Source: an optimization exercise on an open RTL-to-GDS flow (aim: small area, a short achievable clock period and few clock cycles per item). Production flows keep margins and buffers that such runs may drop. At most, simulation tests tie the RTL to the original design; equivalence was not proved. Power figures rest on the tool's default switching activity, not on a simulated workload.

==> flow/design.v (excerpt) <==
module bin2bcd(
    input clk,
    input reset,
    input start,               
    input [11:0] bin_in,       
    output reg [15:0] bcd_out,  
    output reg done             
);
Size: ~15 flip-flops, roughly 32 I/O pins, roughly 1100 um^2 of cells after synthesis.
export LEC_CHECK = 0
export CAP_MARGIN = 20
export CORE_AREA = 2.3 2.72 59.8 59.84
export DIE_AREA = 0 0 62 62
export SLEW_MARGIN = 20
create_clock -name core_clock -period 5.0 [get_ports {clk}]
standard.sh (not shown) runs the stock make flow with config.mk's settings and CLKGATE_MAP_FILE= SYNTH_SCRIPT=/design/flow/synth_recipe.tcl, a recipe that flattens the netlist after the stock synthesis.
==> flow/flow/run.sh <==
#!/bin/bash
# Own flow: the standard layout (standard.sh), with these changes:
#  - synthesis maps the logic with its own ABC scripts: flow/abc_in.script for
#    the logic before the registers, flow/abc_out.script for the logic after
#    them (flow/my_synth.tcl); Yosys does not extract half/full adders
#    (ADDER_MAP_FILE empty); everything else in synthesis is the standard
#    script (synth_recipe.tcl);
#  - ports are buffered with sky130_fd_sc_hd__buf_1 instead of the default buffer.
# Each tool's output goes to a log file of its own in the work folder.
set -euo pipefail
W=$(pwd)
F=$W/flow
export MY_ABC_IN=$F/abc_in.script
export MY_ABC_OUT=$F/abc_out.script
export FLOW_SYNTH_TCL=$W/synth_recipe.tcl
make -C "$FLOW_HOME" DESIGN_CONFIG="$W/config.mk" WORK_HOME="$W/orfs" CLKGATE_MAP_FILE= \
  SYNTH_SCRIPT="$F/my_synth.tcl" ADDER_MAP_FILE= synth > "$W/synth.log" 2>&1
export BUFFER_PORTS_ARGS="-buffer_cell sky130_fd_sc_hd__buf_1"
bash standard.sh > "$W/layout.log" 2>&1
==> flow/flow/abc_in.script <==
strash
dch
map -D 2000
topo
stime -c
==> flow/flow/abc_out.script <==
strash
dch
map -D 2000
topo
stime -c
==> flow/flow/my_synth.tcl <==
# The standard synthesis script (synth_recipe.tcl), with only ABC's mapping
# scripts replaced. The logic in the input cone of the output ports (after the
# registers) is mapped with MY_ABC_OUT, the rest (before the registers) with
# MY_ABC_IN. Yosys's -import skips commands that already exist, so this abc
# wrapper is the one synth.tcl calls.
proc abc {args} {
  set i [lsearch -exact $args -script]
  set a_out $args
  set a_in $args
  if {$i >= 0} {
    lset a_out [expr {$i + 1}] $::env(MY_ABC_OUT)
    lset a_in [expr {$i + 1}] $::env(MY_ABC_IN)
  }
  yosys select -set my_out_cone o:* %cie*
  yosys abc {*}$a_out @my_out_cone
  yosys select -clear
  yosys abc {*}$a_in
}
source $::env(FLOW_SYNTH_TCL)
The first run finished with timing, DRC and antenna clean.
Edit:
==> flow/flow/run.sh (replaced) <==
#!/bin/bash
# Own flow: the standard layout, with two changes:
#  - synthesis maps the logic with an area-oriented ABC script (flow/abc_map.script);
#    Yosys does not extract half/full adders (ADDER_MAP_FILE empty);
#    everything else in synthesis is the standard script;
#  - ports are buffered with sky130_fd_sc_hd__buf_1 instead of the default buffer.
set -euo pipefail
W=$(pwd)
F=$W/flow
export MY_ABC_SCRIPT=$F/abc_map.script
export FLOW_SYNTH_TCL=$W/synth_recipe.tcl
make -C "$FLOW_HOME" DESIGN_CONFIG="$W/config.mk" WORK_HOME="$W/orfs" CLKGATE_MAP_FILE= \
  SYNTH_SCRIPT="$F/my_synth.tcl" ADDER_MAP_FILE= synth > "$W/synth.log" 2>&1
export BUFFER_PORTS_ARGS="-buffer_cell sky130_fd_sc_hd__buf_1"
cp standard.sh standard_used.sh
bash standard.sh > "$W/layout.log" 2>&1
==> flow/flow/abc_map.script (new file) <==
strash
dch
map -D 2000
topo
stime -c
==> flow/flow/my_synth.tcl (replaced) <==
# The standard synthesis script (synth_recipe.tcl), with only the script
# that ABC maps the logic with replaced by MY_ABC_SCRIPT. Yosys's -import skips
# commands that already exist, so this abc wrapper is the one synth.tcl calls.
proc abc {args} {
  set i [lsearch -exact $args -script]
  if {$i >= 0} { lset args [expr {$i + 1}] $::env(MY_ABC_SCRIPT) }
  yosys abc {*}$args
}
source $::env(FLOW_SYNTH_TCL)
removed: flow/flow/abc_in.script
removed: flow/flow/abc_out.script
Routed wire length is lower by 5.0%.
Fmax is higher by 2.0%.
Global-route usage is lower by 0.63 points.
Sequential share of layout area is lower by 0.15 points.
Total power is higher by 2.4%.
Edit:
==> flow/flow/abc_map.script (replaced) <==
strash
dch
amap
topo
stime -c
--- a/flow/config.mk
+++ b/flow/config.mk
@@ -7,5 +7,5 @@
 export LEC_CHECK = 0
 export CAP_MARGIN = 20
-export CORE_AREA = 2.3 2.72 59.8 59.84
-export DIE_AREA = 0 0 62 62
+export CORE_MARGIN = 2
+export CORE_UTILIZATION = 40
 export SLEW_MARGIN = 20
What happened:
- die area went down by 21%
- clock power decreases by about 2%
- sequential power barely changes
- final cell count drops by about 12%
- area after synthesis falls by about 9%
- clock-buffer cell count rose by 1
- first-iteration DRC count drops by 26%
- critical path depth grows by 8
- total power shrinks by 9.8%
Edit:
==> flow/flow/run.sh (replaced) <==
#!/bin/bash
# Own flow: the standard layout (standard.sh), with these changes:
#  - synthesis maps the logic with its own ABC scripts: flow/abc_in.script for
#    the logic before the registers, flow/abc_out.script for the logic after
#    them (flow/my_synth.tcl); Yosys does not extract half/full adders
#    (ADDER_MAP_FILE empty); everything else in synthesis is the standard
#    script (synth_recipe.tcl);
#  - ports are buffered with sky130_fd_sc_hd__buf_1 instead of the default buffer.
# Each tool's output goes to a log file of its own in the work folder.
set -euo pipefail
W=$(pwd)
F=$W/flow
export MY_ABC_IN=$F/abc_in.script
export MY_ABC_OUT=$F/abc_out.script
export FLOW_SYNTH_TCL=$W/synth_recipe.tcl
make -C "$FLOW_HOME" DESIGN_CONFIG="$W/config.mk" WORK_HOME="$W/orfs" CLKGATE_MAP_FILE= \
  SYNTH_SCRIPT="$F/my_synth.tcl" ADDER_MAP_FILE= synth > "$W/synth.log" 2>&1
export BUFFER_PORTS_ARGS="-buffer_cell sky130_fd_sc_hd__buf_1"
bash standard.sh > "$W/layout.log" 2>&1
==> flow/flow/abc_in.script (new file) <==
strash
dch
map -D 1750
topo
stime -c
==> flow/flow/abc_out.script (new file) <==
strash
dch
map -D 2250
topo
stime -c
==> flow/flow/my_synth.tcl (replaced) <==
# The standard synthesis script (synth_recipe.tcl), with only ABC's mapping
# scripts replaced. The logic in the input cone of the output ports (after the
# registers) is mapped with MY_ABC_OUT, the rest (before the registers) with
# MY_ABC_IN. Yosys's -import skips commands that already exist, so this abc
# wrapper is the one synth.tcl calls.
proc abc {args} {
  set i [lsearch -exact $args -script]
  set a_out $args
  set a_in $args
  if {$i >= 0} {
    lset a_out [expr {$i + 1}] $::env(MY_ABC_OUT)
    lset a_in [expr {$i + 1}] $::env(MY_ABC_IN)
  }
  yosys select -set my_out_cone o:* %cie*
  yosys abc {*}$a_out @my_out_cone
  yosys select -clear
  yosys abc {*}$a_in
}
source $::env(FLOW_SYNTH_TCL)
--- a/flow/config.mk
+++ b/flow/config.mk
@@ -7,5 +7,5 @@
 export LEC_CHECK = 0
 export CAP_MARGIN = 20
-export CORE_MARGIN = 2
-export CORE_UTILIZATION = 40
+export CORE_AREA = 2.3 2.72 59.8 59.84
+export DIE_AREA = 0 0 62 62
 export SLEW_MARGIN = 20
removed: flow/flow/abc_map.script
Effect: Area after synthesis went up by 12%. Hold slack got worse by 3.5 ps. Count of clock-buffer cells in the layout is unchanged. Setup slack improved by 450 ps. Non-clock buffer count fell by 6. Synthesized cell count climbs by 14%. Power climbs by 5.2%.
Function was not checked in any run of this note: the RTL went through the layout flow alone.


== v37 ==
Another version of the RTL of bin2bcd (not shown whole).
Size in the first run: ~180 cells after synthesis, about 15 flip-flops.
clock: 5.0 ns
lec_check: 0
cap_margin: 20
core_area: 2.3 2.72 59.8 59.84
die_area: 0 0 62 62
setup_slack_margin: 1.3
slew_margin: 20
==> flow/flow/run.sh <==
#!/bin/bash
# Own flow: the standard layout (standard.sh), with these changes:
#  - synthesis maps the logic with its own ABC scripts: flow/abc_in.script for
#    the logic before the registers, flow/abc_out.script for the logic after
#    them (flow/my_synth.tcl); Yosys does not extract half/full adders
#    (ADDER_MAP_FILE empty); everything else in synthesis is the standard
#    script (synth_recipe.tcl);
#  - ports are buffered with sky130_fd_sc_hd__buf_1 instead of the default buffer.
# Each tool's output goes to a log file of its own in the work folder.
set -euo pipefail
W=$(pwd)
F=$W/flow
export MY_ABC_IN=$F/abc_in.script
export MY_ABC_OUT=$F/abc_out.script
export FLOW_SYNTH_TCL=$W/synth_recipe.tcl
make -C "$FLOW_HOME" DESIGN_CONFIG="$W/config.mk" WORK_HOME="$W/orfs" CLKGATE_MAP_FILE= \
  SYNTH_SCRIPT="$F/my_synth.tcl" ADDER_MAP_FILE= synth > "$W/synth.log" 2>&1
export BUFFER_PORTS_ARGS="-buffer_cell sky130_fd_sc_hd__buf_1"
bash standard.sh > "$W/layout.log" 2>&1
==> flow/flow/abc_in.script <==
strash
dch
map -D 2000
topo
stime -c
==> flow/flow/abc_out.script <==
strash
dch
map -D 1750
topo
stime -c
==> flow/flow/my_synth.tcl <==
# The standard synthesis script (synth_recipe.tcl), with only ABC's mapping
# scripts replaced. The logic in the input cone of the output ports (after the
# registers) is mapped with MY_ABC_OUT, the rest (before the registers) with
# MY_ABC_IN. Yosys's -import skips commands that already exist, so this abc
# wrapper is the one synth.tcl calls.
proc abc {args} {
  set i [lsearch -exact $args -script]
  set a_out $args
  set a_in $args
  if {$i >= 0} {
    lset a_out [expr {$i + 1}] $::env(MY_ABC_OUT)
    lset a_in [expr {$i + 1}] $::env(MY_ABC_IN)
  }
  yosys select -set my_out_cone o:* %cie*
  yosys abc {*}$a_out @my_out_cone
  yosys select -clear
  yosys abc {*}$a_in
}
source $::env(FLOW_SYNTH_TCL)
Testbench counts of v37, summed over its fixed seeds: cycles 3,200, conversions 3,200.
What v39 does differently from v37 at the input level:
# v37
export LEC_CHECK = 0
export CAP_MARGIN = 20
export CORE_AREA = 2.3 2.72 59.8 59.84
export DIE_AREA = 0 0 62 62
export SETUP_SLACK_MARGIN = 1.3
export SLEW_MARGIN = 20
create_clock -name core_clock -period 5.0 [get_ports {clk}]
# v39
export LEC_CHECK = 0
export CAP_MARGIN = 20
export CORE_AREA = 2.3 2.72 59.8 59.84
export DIE_AREA = 0 0 62 62
export SLEW_MARGIN = 20
create_clock -name core_clock -period 5.0 [get_ports {clk}]
-- flow/flow/run.sh --
<<< v37, line 17
  SYNTH_SCRIPT="$F/my_synth.tcl" ADDER_MAP_FILE= synth > "$W/synth.log" 2>&1
export BUFFER_PORTS_ARGS="-buffer_cell sky130_fd_sc_hd__buf_1"
bash standard.sh > "$W/layout.log" 2>&1
>>> v39, line 17
  SYNTH_SCRIPT="$F/my_synth.tcl" ADDER_MAP_FILE= synth > "$W/synth.log" 2>&1
export BUFFER_PORTS_ARGS="-buffer_cell sky130_fd_sc_hd__buf_1"
export CTS_ARGS="-buf_list sky130_fd_sc_hd__clkbuf_8 -root_buf sky130_fd_sc_hd__clkbuf_8 -dont_use_dummy_load -repair_clock_nets"
bash standard.sh > "$W/layout.log" 2>&1
--- outcome ---
Reported for v37 and v39, number of clock sinks turned out identical to the last digit. Total die area: v39 vs v37, no meaningful difference. As far as clock tree buffer depth is concerned, v37 and v39 perform about the same. Max combinational fraction of design power across v37 and v39: v37. Global-route usage delta for v39 relative to v37: 0.42 points higher. Global-route wire length before repair on v39 is down relative to v37. The number of gates resized after CTS of v39 is lower than that of v37. Summary of v39 over v37: overall routed net length decreased about 6.6%, buffer count excluding the clock tree in the final layout decreased 9, wire length on met1 decreased 3.8%.
Setup changes, v39 to v44
# v39
export LEC_CHECK = 0
export CAP_MARGIN = 20
export CORE_AREA = 2.3 2.72 59.8 59.84
export DIE_AREA = 0 0 62 62
export SLEW_MARGIN = 20
create_clock -name core_clock -period 5.0 [get_ports {clk}]
# v44
export LEC_CHECK = 0
export CAP_MARGIN = 20
export CORE_AREA = 2.3 2.72 59.8 59.84
export DIE_AREA = 0 0 62 62
export SETUP_SLACK_MARGIN = 1.5
export SLEW_MARGIN = 20
create_clock -name core_clock -period 5.0 [get_ports {clk}]
-- flow/flow/run.sh --
<<< v39, line 17
  SYNTH_SCRIPT="$F/my_synth.tcl" ADDER_MAP_FILE= synth > "$W/synth.log" 2>&1
export BUFFER_PORTS_ARGS="-buffer_cell sky130_fd_sc_hd__buf_1"
export CTS_ARGS="-buf_list sky130_fd_sc_hd__clkbuf_8 -root_buf sky130_fd_sc_hd__clkbuf_8 -dont_use_dummy_load -repair_clock_nets"
bash standard.sh > "$W/layout.log" 2>&1
>>> v44, line 17
  SYNTH_SCRIPT="$F/my_synth.tcl" ADDER_MAP_FILE= synth > "$W/synth.log" 2>&1
export BUFFER_PORTS_ARGS="-buffer_cell sky130_fd_sc_hd__buf_1"
bash standard.sh > "$W/layout.log" 2>&1
==> comparison <==
Lower power was reported by v39, not v44. v44 gives more cell area after layout than v39 did. Compared with v39, placement density in the core of v44 is higher. v44 vs. v39: share of the cycle needed by the critical path after routing moved down, number of global-route vias before repair up about 2.6%, routed wire length shows an increase of about 12%. The library cell contributing the largest single delay on the critical path comes out sky130_fd_sc_hd__dfxtp_1 in one run and sky130_fd_sc_hd__dfxtp_2 in the other, namely in v39 and v44 respectively. Re post-layout minimum cycle time: v39 was higher than v44. Non-clock buffer count in the final layout of v44 exceeds that of v39 by more than a quarter. Comparing v39 against v44, there is no change at all in sequential cell count.


Another version of the RTL of bin2bcd (not shown whole).
Size: about 180 cells after synthesis, roughly 1100 um^2 of cells after synthesis.
Settings: LEC_CHECK=0, CAP_MARGIN=20, CORE_MARGIN=2, CORE_UTILIZATION=40, SETUP_SLACK_MARGIN=0.5, SLEW_MARGIN=20; clock period 5.0 ns.
==> flow/flow/run.sh <==
#!/bin/bash
# Own flow: the standard layout, with two changes:
#  - synthesis maps the logic with an area-oriented ABC script (flow/abc_map.script);
#    everything else in synthesis is the standard script;
#  - ports are buffered with sky130_fd_sc_hd__buf_1 instead of the default buffer.
set -euo pipefail
W=$(pwd)
F=$W/flow
export MY_ABC_SCRIPT=$F/abc_map.script
export FLOW_SYNTH_TCL=$W/synth_recipe.tcl
make -C "$FLOW_HOME" DESIGN_CONFIG="$W/config.mk" WORK_HOME="$W/orfs" CLKGATE_MAP_FILE= \
  SYNTH_SCRIPT="$F/my_synth.tcl" synth > "$W/synth.log" 2>&1
export BUFFER_PORTS_ARGS="-buffer_cell sky130_fd_sc_hd__buf_1"
cp standard.sh standard_used.sh
bash standard.sh > "$W/layout.log" 2>&1
==> flow/flow/abc_map.script <==
strash
dch
amap
topo
stime -c
==> flow/flow/my_synth.tcl <==
# The standard synthesis script (synth_recipe.tcl), with only the script
# that ABC maps the logic with replaced by MY_ABC_SCRIPT. Yosys's -import skips
# commands that already exist, so this abc wrapper is the one synth.tcl calls.
proc abc {args} {
  set i [lsearch -exact $args -script]
  if {$i >= 0} { lset args [expr {$i + 1}] $::env(MY_ABC_SCRIPT) }
  yosys abc {*}$args
}
source $::env(FLOW_SYNTH_TCL)
The first run went through all stages and came out clean.
Testbench counts at the start, summed over its fixed seeds: cycles 3,200, conversions 3,200.
Then changed:
- SETUP_SLACK_MARGIN: 0.5 -> 1.0
Outcome: Combinational power went up by well over a third; total power increases by well over a third; flip-flop and latch count is unchanged; via count grows by roughly a tenth; routed wire length went up by a quarter to a third; final area climbs by well over a third; worst setup slack gets better by 0.18 ns; critical path depth is unchanged.
Then changed:
==> flow/run.sh (new file) <==
#!/bin/bash
# synth_recipe.tcl (not shown) runs the flow's synth.tcl, then flattens the netlist and writes it again
# the make line also repeats each setting of config.mk as NAME=value (left out here)
make -C /OpenROAD-flow-scripts/flow DESIGN_CONFIG=/design/flow/config.mk WORK_HOME=/design/flow/orfs CLKGATE_MAP_FILE= SYNTH_SCRIPT=/design/flow/synth_recipe.tcl finish
- ABC_AREA: not set -> 1
- SETUP_SLACK_MARGIN: 1.0 -> not set
removed: flow/flow/run.sh
removed: flow/flow/abc_map.script
removed: flow/flow/my_synth.tcl
removed: flow/standard.sh
What happened:
- The changed run passed the timing, design-rule and antenna checks
- power drops by 27%
- setup slack got worse by 0.32 ns
- area after synthesis came out higher by 26%
- sequential share of layout area climbs by 2.9 points
- fmax falls by 7.0%
Then changed:
==> flow/flow/run.sh (new file) <==
#!/bin/bash
# Own flow: the standard layout, with two changes:
#  - synthesis maps the logic with an area-oriented ABC script (flow/abc_map.script);
#    everything else in synthesis is the standard script;
#  - ports are buffered with sky130_fd_sc_hd__buf_1 instead of the default buffer.
set -euo pipefail
W=$(pwd)
F=$W/flow
export MY_ABC_SCRIPT=$F/abc_map.script
export FLOW_SYNTH_TCL=$W/synth_recipe.tcl
make -C "$FLOW_HOME" DESIGN_CONFIG="$W/config.mk" WORK_HOME="$W/orfs" CLKGATE_MAP_FILE= \
  SYNTH_SCRIPT="$F/my_synth.tcl" synth > "$W/synth.log" 2>&1
export BUFFER_PORTS_ARGS="-buffer_cell sky130_fd_sc_hd__buf_1"
cp standard.sh standard_used.sh
bash standard.sh > "$W/layout.log" 2>&1
==> flow/flow/abc_map.script (new file) <==
strash
dch
amap
topo
stime -c
==> flow/flow/my_synth.tcl (new file) <==
# The standard synthesis script (synth_recipe.tcl), with only the script
# that ABC maps the logic with replaced by MY_ABC_SCRIPT. Yosys's -import skips
# commands that already exist, so this abc wrapper is the one synth.tcl calls.
proc abc {args} {
  set i [lsearch -exact $args -script]
  if {$i >= 0} { lset args [expr {$i + 1}] $::env(MY_ABC_SCRIPT) }
  yosys abc {*}$args
}
source $::env(FLOW_SYNTH_TCL)
==> flow/standard.sh (new file) <==
#!/bin/bash
# synth_recipe.tcl (not shown) runs the flow's synth.tcl, then flattens the netlist and writes it again
# the make line also repeats each setting of config.mk as NAME=value (left out here)
make -C /OpenROAD-flow-scripts/flow DESIGN_CONFIG=/design/flow/config.mk WORK_HOME=/design/flow/orfs CLKGATE_MAP_FILE= SYNTH_SCRIPT=/design/flow/synth_recipe.tcl "${@:-finish}"
- ABC_AREA: 1 -> not set
removed: flow/run.sh
The changed run completed without violations.
Die area shrinks by about 20%.
Worst hold slack is worse by 0.34 ns.
Routed wire length shrinks by 4.0%.
Total power fell by about 25%.
Clock power falls by 16%.
Sequential share of layout area is higher by 5.4 points.
Fmax stays flat.
Cell area came out lower by 26%.
Global-route usage is higher by 2.6 points.
Non-clock buffer count stays the same.
Then changed:
==> flow/run.sh (new file) <==
#!/bin/bash
# synth_recipe.tcl (not shown) runs the flow's synth.tcl, then flattens the netlist and writes it again
# the make line also repeats each setting of config.mk as NAME=value (left out here)
make -C /OpenROAD-flow-scripts/flow DESIGN_CONFIG=/design/flow/config.mk WORK_HOME=/design/flow/orfs CLKGATE_MAP_FILE= SYNTH_SCRIPT=/design/flow/synth_recipe.tcl finish
- ABC_AREA: not set -> 1
- SETUP_SLACK_MARGIN: not set -> 1.0
removed: flow/flow/run.sh
removed: flow/flow/abc_map.script
removed: flow/flow/my_synth.tcl
removed: flow/standard.sh
What happened:
- The changed run completed without violations
- core utilization increases by 11 points
- die area goes up by a quarter to a third
- setup slack improves by 0.69 ns
- sequential share of layout area falls by 7.1 points
- power climbs by well over a third
- via count rose by about a fifth
- design area is higher by well over a third

[separate check: timing with driven ports]
No port has a modelled driver above. Below, the same layouts with a new extraction and two added sets of constraints. Step 1 (the two cells are an assumption about what drives the block):
set clk [get_ports {clk}]
set_driving_cell -lib_cell sky130_fd_sc_hd__clkbuf_16 $clk
set_driving_cell -lib_cell sky130_fd_sc_hd__buf_2 [delete_from_list [all_inputs] $clk]
Step 2 adds t to the input delays and takes it off the output delays; t is the mean of the earliest and latest rising clock arrival at the registers after step 1. Input paths then give back, and output paths get back, about the clock's delay inside the block. Slacks: no drivers / after step 1 / after step 2; pairs: no drivers / after step 1.
| run | t (ns) | slack for setup (ns) | worst register clock-pin slew, ns |
|---|---|---|---|
| the first run of note 1 | 0.290 | 1.201 / 1.200 / 0.910 | 0.08 / 0.08 |
| the second run of note 1 | 0.293 | 1.276 / 1.266 / 0.983 | 0.08 / 0.08 |
| the third run of note 1 | 0.287 | 0.665 / 0.662 / 0.374 | 0.08 / 0.08 |
| the fourth run of note 1 | 0.291 | 1.111 / 1.092 / 1.213 | 0.08 / 0.08 |
| v37 | 0.287 | 1.475 / 1.454 / 1.517 | 0.08 / 0.08 |
| v39 | 0.267 | 1.318 / 1.292 / 1.520 | 0.05 / 0.05 |
| v44 | 0.287 | 1.596 / 1.575 / 1.548 | 0.08 / 0.08 |
| the first run of note 3 | 0.292 | 0.529 / 0.528 / 0.236 | 0.09 / 0.09 |
| the second run of note 3 | 0.298 | 0.712 / 0.679 / 0.381 | 0.08 / 0.08 |
| the third run of note 3 | 0.287 | 0.389 / 0.370 / 0.412 | 0.08 / 0.08 |
| the fourth run of note 3 | 0.293 | 0.383 / 0.383 / 0.090 | 0.09 / 0.09 |
| the fifth run of note 3 | 0.284 | 1.077 / 1.059 / 0.978 | 0.08 / 0.08 |
After both steps setup and hold are still met in every run listed. For the second run of note 3, which loses most, drivers alone change the setup slack by -0.033 ns; drivers and shift together by -0.331 ns.
